Context: an optimization exercise on an open-source flow, tuned for small area and a short achievable clock period. The choices shown serve that exercise and are no tape-out recipe. In this exercise RTL edits were held to simulation tests only and were not proved equivalent to the original.

**design/flow/constraint.sdc**
```tcl
create_clock -name core_clock -period 12.0 [get_ports {clk}]
set_input_delay 2.4000 -clock core_clock [delete_from_list [all_inputs] [get_ports {clk}]]
set_output_delay 2.4000 -clock core_clock [all_outputs]
set_load 0.01 [all_outputs]
```
**design/flow/design.v**
```verilog
module maindec(
	input	[ 5:0]	op,
	output			memtoreg, memwrite, branch, alusrc, regdst, regwrite, jump,
	output	[ 1:0]	aluop,
	output			mulORreg, pcORreg, hilo, dstOR31, jr, wehi, welo,
	input [5:0] funct);
	reg 	[ 15:0]	controls;
	assign {regwrite, regdst, alusrc, branch, memwrite, memtoreg, jump, aluop, 
				mulORreg, pcORreg, hilo, dstOR31, jr, wehi, welo} = controls;
	always @(*)
		case(op)
			6'b000000: begin
						  case(funct)
								6'b011001: controls <= 16'b0000000000000011;  
								6'b010010: controls <= 16'b1100000001010000;  
								6'b010000: controls <= 16'b1100000001000000;  
								6'b001000: controls <= 16'b0000000000000100;  
								default:	controls <=   16'b1100000100000000;    
						  endcase
						  end
			6'b100011: controls <= 16'b1010010000000000;  
			6'b101011: controls <= 16'b0010100000000000;  
			6'b000100: controls <= 16'b0001000010000000;  
			6'b001000: controls <= 16'b1010000000000000;  
			6'b000010: controls <= 16'b0000001000000000;  
			6'b000011: controls <= 16'b1000001000101000;  
			default:   controls <= 16'bxxxxxxxxxxxxxxxx;  
		endcase
endmodule
module aludec(
	input		[5:0]	funct,
	input		[1:0]	aluop,
	output reg	[2:0]	alucontrol );
	always @(*)
		case(aluop)
			2'b00: alucontrol <= 3'b010;   
			2'b01: alucontrol <= 3'b110;   
			default: case(funct)           
				6'b100000: alucontrol <= 3'b010;  
				6'b100010: alucontrol <= 3'b110;  
				6'b100100: alucontrol <= 3'b000;  
				6'b100101: alucontrol <= 3'b001;  
				6'b101010: alucontrol <= 3'b111;  
				default:   alucontrol <= 3'bxxx;  
			endcase
		endcase
endmodule
module alu(
	input		[31:0]	a, b, 
	input		[ 2:0]	alucont, 
	output reg	[31:0]	result,
	output			zero );
	wire	[31:0]	b2, sum, slt;
	assign b2 = alucont[2] ? ~b:b; 
	assign sum = a + b2 + alucont[2];
	assign slt = sum[31];
	always@(*)
		case(alucont[1:0])
			2'b00: result <= a & b;
			2'b01: result <= a | b;
			2'b10: result <= sum;
			2'b11: result <= slt;
		endcase
	assign zero = (result == 32'b0);
endmodule
module multiplier(
   input [31:0] a, b,
	output [63:0] c);
	assign c = a * b;
endmodule
module adder(
	input	[31:0]	a, b,
	output	[31:0]	y );
	assign y = a + b;
endmodule
module sl2(
	input	[31:0]	a,
	output	[31:0]	y );
	assign y = {a[29:0], 2'b00};
endmodule
module signext(
	input	[15:0]	a,
	output	[31:0]	y );
	assign y = {{16{a[15]}}, a};
endmodule
module Dreg(
   input clk, reset, we,
	input [31:0] d,
	output reg [31:0] q
);
	always@(posedge clk, posedge reset)
		if(reset) q <= 32'b0;
		else 
				if(we) q <= d;
				else q <= q;
endmodule
module flopr #(parameter WIDTH = 8) (
	input					clk, reset,
	input		[WIDTH-1:0]	d, 
	output reg	[WIDTH-1:0]	q);
	always @(posedge clk, posedge reset)
		if (reset) q <= 0;
		else       q <= d;
endmodule
module mux2 #(parameter WIDTH = 8) (
	input	[WIDTH-1:0]	d0, d1, 
	input				s, 
	output	[WIDTH-1:0]	y );
	assign y = s ? d1 : d0; 
endmodule
module regfile(	
	input			clk, 
	input			we3, 
	input 	[ 4:0]	ra1, ra2, wa3, 
	input	[31:0] 	wd3, 
	output 	[31:0] 	rd1, rd2,
	input	[ 4:0] 	ra4,
	output 	[31:0] 	rd4);
	reg		[31:0]	rf[31:0];
    always @(posedge clk)
        if (we3)
			if (~ wa3[4])
				rf[{0,wa3[3:0]}] <= wd3;
			else
				rf[{1,wa3[3:0]}] <= wd3;
	assign rd1 = (ra1 != 0) ? rf[ra1[4:0]] : 0;
	assign rd2 = (ra2 != 0) ? rf[ra2[4:0]] : 0;
	assign rd4 = (ra4 != 0) ? rf[ra4[4:0]] : 0;
endmodule
module controller(
	input	[5:0]	op, funct,
	input			zero,
	output			memtoreg, memwrite, pcsrc, alusrc, regdst, regwrite, jump,
	output	[2:0]	alucontrol,
	output			mulORreg, pcORreg, hilo, dstOR31, jr, wehi, welo);
	wire	[1:0]	aluop;
	wire			branch;
	maindec	md(op, memtoreg, memwrite, branch, alusrc, regdst, regwrite, jump, aluop,
					mulORreg, pcORreg, hilo, dstOR31, jr, wehi, welo, funct);
	aludec	ad(funct, aluop, alucontrol);
	assign pcsrc = branch & zero;
endmodule
module datapath(
	input			clk, reset, memtoreg, pcsrc, alusrc, regdst, regwrite, jump,
	input	[2:0]	alucontrol,
	output			zero,
	output	[31:0]	pc,
	input	[31:0]	instr,
	output	[31:0]	aluout, writedata,
	input	[31:0]	readdata,
	input	[ 4:0]	dispSel,
	output	[31:0]	dispDat,
	input mulORreg, pcORreg, hilo, dstOR31, jr, wehi, welo);
	wire [4:0]  writereg, writereg_result;
	wire [31:0] pcnext, pcnextbr, pcplus4, pcbranch, signimm, signimmsh, srca, srcb, memtoreg_result;
	wire[63:0] product;
	wire [31:0] outHi, outLo, outHiLo, mulORreg_result, pcORreg_result, jrmux_result;
	flopr #(32) pcreg(clk, reset, jrmux_result, pc);
	adder       pcadd1(pc, 32'b100, pcplus4);
	sl2         immsh(signimm, signimmsh);
	adder       pcadd2(pcplus4, signimmsh, pcbranch);
	mux2 #(32)  pcbrmux(pcplus4, pcbranch, pcsrc, pcnextbr);
	mux2 #(32)  pcmux(pcnextbr, {pcplus4[31:28], instr[25:0], 2'b00}, jump, pcnext);
	mux2 #(32)  JRmux(pcnext, srca, jr, jrmux_result);
	regfile		rf(clk, regwrite, instr[25:21], instr[20:16], writereg, pcORreg_result, srca, writedata, dispSel, dispDat);
	mux2 #(5)	wrmux(instr[20:16], instr[15:11], regdst, writereg_result);
	mux2 #(5)	dst31Mux(writereg_result, 5'd31, dstOR31, writereg);
	mux2 #(32)	resmux(aluout, readdata, memtoreg, memtoreg_result);
	mux2 #(32) mulregMux(memtoreg_result, outHiLo, mulORreg, mulORreg_result);
	mux2 #(32) PCregMux(mulORreg_result, pcplus4, pcORreg, pcORreg_result);
	signext		se(instr[15:0], signimm);
	mux2 #(32)	srcbmux(writedata, signimm, alusrc, srcb);
	alu			alu(srca, srcb, alucontrol, aluout, zero);
	multiplier mul(srca, srcb, product);
	Dreg dhi(clk, reset, wehi, product[63:32], outHi);
	Dreg dlo(clk, reset, welo, product[31:0], outLo);
	mux2 #(32) HiLomux(outHi, outLo, hilo, outHiLo);
endmodule
module mips(
	input        	clk, reset,
	output	[31:0]	pc,
	input 	[31:0]	instr,
	output			memwrite,
	output	[31:0]	aluout, writedata,
	input 	[31:0]	readdata,
	input	[ 4:0]	dispSel,
	output	[31:0]	dispDat );
	wire 			memtoreg, pcsrc, zero, alusrc, regdst, regwrite, jump;
	wire	[2:0] 	alucontrol;
	wire			mulORreg, pcORreg, hilo, dstOR31, jr, wehi, welo;
	controller c(instr[31:26], instr[5:0], zero,
				memtoreg, memwrite, pcsrc,
				alusrc, regdst, regwrite, jump,
				alucontrol,
				mulORreg, pcORreg, hilo, dstOR31, jr, wehi, welo);
	datapath dp(clk, reset, memtoreg, pcsrc,
				alusrc, regdst, regwrite, jump,
				alucontrol, zero, pc, instr, aluout, 
				writedata, readdata, dispSel, dispDat,
				mulORreg, pcORreg, hilo, dstOR31, jr, wehi, welo);
endmodule
```
**design/flow/config.mk**
```make
export PLATFORM = sky130hd
export DESIGN_NAME = mips
export DESIGN_NICKNAME = mips
export VERILOG_FILES = /design/flow/design.v
export SDC_FILE = /design/flow/constraint.sdc
export NUM_CORES = 4
export LEC_CHECK = 0
export CAP_MARGIN = 20
export CORE_MARGIN = 2
export CORE_UTILIZATION = 40
export SLEW_MARGIN = 20
```
**design/flow/run.sh**
```bash
#!/bin/bash
# synth_recipe.tcl (not shown) runs the flow's synth.tcl, then flattens the netlist and writes it again
# the make line also repeats each setting of config.mk as NAME=value (left out here)
make -C /OpenROAD-flow-scripts/flow DESIGN_CONFIG=/design/flow/config.mk WORK_HOME=/design/flow/orfs CLKGATE_MAP_FILE= SYNTH_SCRIPT=/design/flow/synth_recipe.tcl finish
```
==> run notes <==
==> sequential cells by signal (all words and copies together), names as in the netlist <==
register and flops:
dp.dlo.q 32, dp.rf.rf 1024, dp.dhi.q 32, dp.pcreg.q 32
==> critical path, stage by stage <==
cell	delay, ps
buf_12	210
buf_12	250
buf_4	290
mux2_1	340
and3_1	180
o31ai_1	300
and4_1	710
inv_2	160
buf_4	250
buf_4	160
ha_1	280
buf_4	150
a21oi_1	450
nand2_1	150
or2_2	320
o31a_1	320
a21oi_1	520
a21oi_1	180
o21ai_0	170
nor2b_1	610
inv_1	300
clkdlybuf4s50_1	550
==> cell usage after synthesis, types with 110 or more instances <==
| cell | number |
|---|---|
| a21oi_1 | 249 |
| clkbuf_1 | 344 |
| edfxtp_1 | 1024 |
| fa_1 | 898 |
| ha_1 | 325 |
| inv_1 | 1037 |
| mux2i_1 | 224 |
| mux4_2 | 832 |
| nand2_1 | 585 |
| nor2_1 | 774 |
| nor3_1 | 119 |
| o21ai_0 | 143 |
| xnor2_1 | 110 |
==> per-stage QoR <==
stage / setup TNS [ps]
global placement: -9268
detailed placement: -9929
floorplan: 0
global route: 0
finish: 0
CTS: 0
==> kinds of logic after synthesis <==
| kind of cell | after synthesis | synth area share |
|---|---|---|
| adders and majority gates | 1247 | 0.2269 |
| muxes | 1113 | 0.2202 |
| AOI/OAI and AO/OA | 787 | 0.05110 |
| and+or+nand+nor | 1917 | 0.08588 |
| buffers and inverters | 1584 | 0.06394 |
| xor gates and xnor gates | 163 | 0.01453 |
| DFF | 1120 | 0.3375 |
==> area by class of cell <==
cell class	instances	area, µm²	area share
Antenna cell	4	10.01	0.00008647
Clock buffer	141	3060	0.02644
Clock inverter	77	935.9	0.008085
Inverter	1050	3948	0.03410
Multi-Input combinational cell	5227	59600	0.5149
Sequential cell	1120	33150	0.2864
Tap cell	3202	4006	0.03461
Timing Repair Buffer	1205	11040	0.09541
==> worst min-delay path by stage <==
stage	startpoint	endpoint	slack [ps]	depth (start not counted)
2_1_floorplan	dp.dlo.q[12]	dp.dlo.q[12]	440	2
3_3_place_gp	dp.dhi.q[12]	dp.dhi.q[12]	460	2
3_5_place_dp	dp.dhi.q[7]	dp.dhi.q[7]	470	2
4_1_cts	dp.dhi.q[7]	dp.dhi.q[7]	480	2
5_1_grt	dp.dhi.q[1]	dp.dhi.q[1]	500	2
6_report	dp.dhi.q[1]	dp.dhi.q[1]	470	2
==> routing by layer <==
metal / vias up / part of all wire
li1: 29730 / -
met1: 38330 / 0.35
met2: 5012 / 0.45
met3: 1141 / 0.12
met4: 6 / 0.084
met5: - / 0.00013
==> repair_timing <==
item                                    CTS  global route
endpoints found under the setup margin    1            12
endpoints found under the hold margin     0             0
resized for setup                         1            18
buffers inserted                          0             4
pin swaps                                 0             1
==> flow_metrics.env <==
export IMPL_critPathArrivalTime_ps=9380
export IMPL_outcome="complete, no violations"
export IMPL_cp_startpoint="instr[21]"
export IMPL_timing_critical_path_fanout_max=19
export IMPL_synth_edf_count=1024
export IMPL_crit_type="input port to output port"
export IMPL_synthArstFlopShare=0.08571
export IMPL_placed_area_um2=111600
export IMPL_rsz0062_at_grt="no"
export IMPL_clockBufferDepth=3
export IMPL_finalInstanceArea_um2=115800
export IMPL_hold_viol=0
export IMPL_busiest_layer="met2"
export IMPL_boundaryPins=200
export IMPL_layout_drive_gt1_share=0.2591
export IMPL_dpl_cell_count=11800
export IMPL_drv_slew=0
export IMPL_gp_congestion=1.030
export IMPL_synth_area_leader_cell="edfxtp_1"
export IMPL_setup_viol=0
export IMPL_postSynthCellCount=7931
export IMPL_io_buffers=199
export IMPL_ys_types=94
export IMPL_grt_first_pass_wirelength_mm=562.7
export IMPL_use_met2=0.4908
export IMPL_hold_buffers=0
export IMPL_reg2reg_to="dp.dhi.q[24]"
export IMPL_syn2layout_area_growth_pct=17.84
export IMPL_cts_tree="built"
export IMPL_postLayoutCoreUtil=0.4750
export IMPL_vias=74220
export IMPL_worstMarginPinSlew_ps=1324
export IMPL_final_cell_mix="inv_1, edfxtp_1, fa_1"
export IMPL_cp_start_kind="input port"
export IMPL_place_hpwl_mm=292.4
export IMPL_grt_max_degree=73
export IMPL_final_common_cell="inv_1"
export IMPL_slew_limit_headroom=0.1104
export IMPL_holdWs_ps=472.6
export IMPL_drtIter0Drc=9119
export IMPL_r2r_start="dp.rf.rf[4][7]"
export IMPL_drv_cap=0
export IMPL_fmax_mhz=84.90
export IMPL_htree_levels=3
export IMPL_fillers=21610
export IMPL_routed_wl_mm=399.2
export IMPL_start_util=0.4031
export IMPL_dieWidth_um=499.6
export IMPL_end_kind="output port"
export IMPL_fin_cells=12030
export IMPL_endpoint="aluout[19]"
export IMPL_numCtsBuffers=119
export IMPL_finalCriticalPeriod_ps=11780
export IMPL_first_global_vias=76250
export IMPL_cp_data_required_time_ps=9600
export IMPL_pre_cts_ws_ps=-818.4
export IMPL_finalWorstSetupSlack_ps=221.0
export IMPL_detail_route_vias_per_cell=6.172
export IMPL_clk_latency_ps=840
export IMPL_cts_sinks=1120
export IMPL_ys_warn_count=6
export IMPL_grtUsageMet1=0.3945
export IMPL_syn_area_um2=98230
export IMPL_antenna_left=0
export IMPL_synth_fp_nets=9225
export IMPL_grt_overflow_total=0
export IMPL_fin_skew_ps=77.24
export IMPL_grt_use_met3=0.08177
export IMPL_clk_pin_slew_ps=60
export IMPL_avgSynthCellArea_um2=12.39
export IMPL_wl_per_cell_um=33.20
export IMPL_seq_area_frac_synth=0.3375
export IMPL_firstDrtPassIters=8
export IMPL_cts_root_buf="clkbuf_16"
export IMPL_ff2ff_path_depth=34
export IMPL_grt_usage=0.3184
export IMPL_hp_class="flip-flop to flip-flop"
export IMPL_std_cell_rows=181
export IMPL_antenna_found_initial=7
export IMPL_synth_ff_type="edfxtp_1"
export IMPL_die_area_um2=249600
export IMPL_netlist_area_leader_share=0.3130
export IMPL_synth_area_leaders="edfxtp_1, mux4_2, fa_1, ha_1, inv_1"
export IMPL_yosys_register_bits=1120
export IMPL_die_y_um=499.6
export IMPL_period_share=0.9816
export IMPL_reg2reg_slack_ps=2060
export IMPL_route_detailed_drc=0
export IMPL_nets=10020
export IMPL_core_area_um2=243700

-- static timing again, ports no longer ideal --
How much do the figures lean on ideal ports? The routed layout below was timed once more, with nothing changed but the port constraints.
Step 1: set_driving_cell puts a clkbuf_16 on clk and a buf_2 on each other input, an assumption about the parent block.
Step 2 adds t to the input delays and takes it off the output delays; t is the mean of the earliest and latest rising clock arrival at the registers after step 1. Input paths then give back, and output paths get back, about the clock's delay inside the block.
a / b / c = ideal ports / drivers / drivers and shift; a / b = the first two.
t, ns: 0.895
slack for setup (ns): 0.221 / 0.152 / -0.564
worst setup path at the end: input to register
With both steps, setup timing fails in this run, where it was met with ideal ports. For this run, drivers alone change the setup slack by -0.069 ns; drivers and shift together by -0.785 ns.
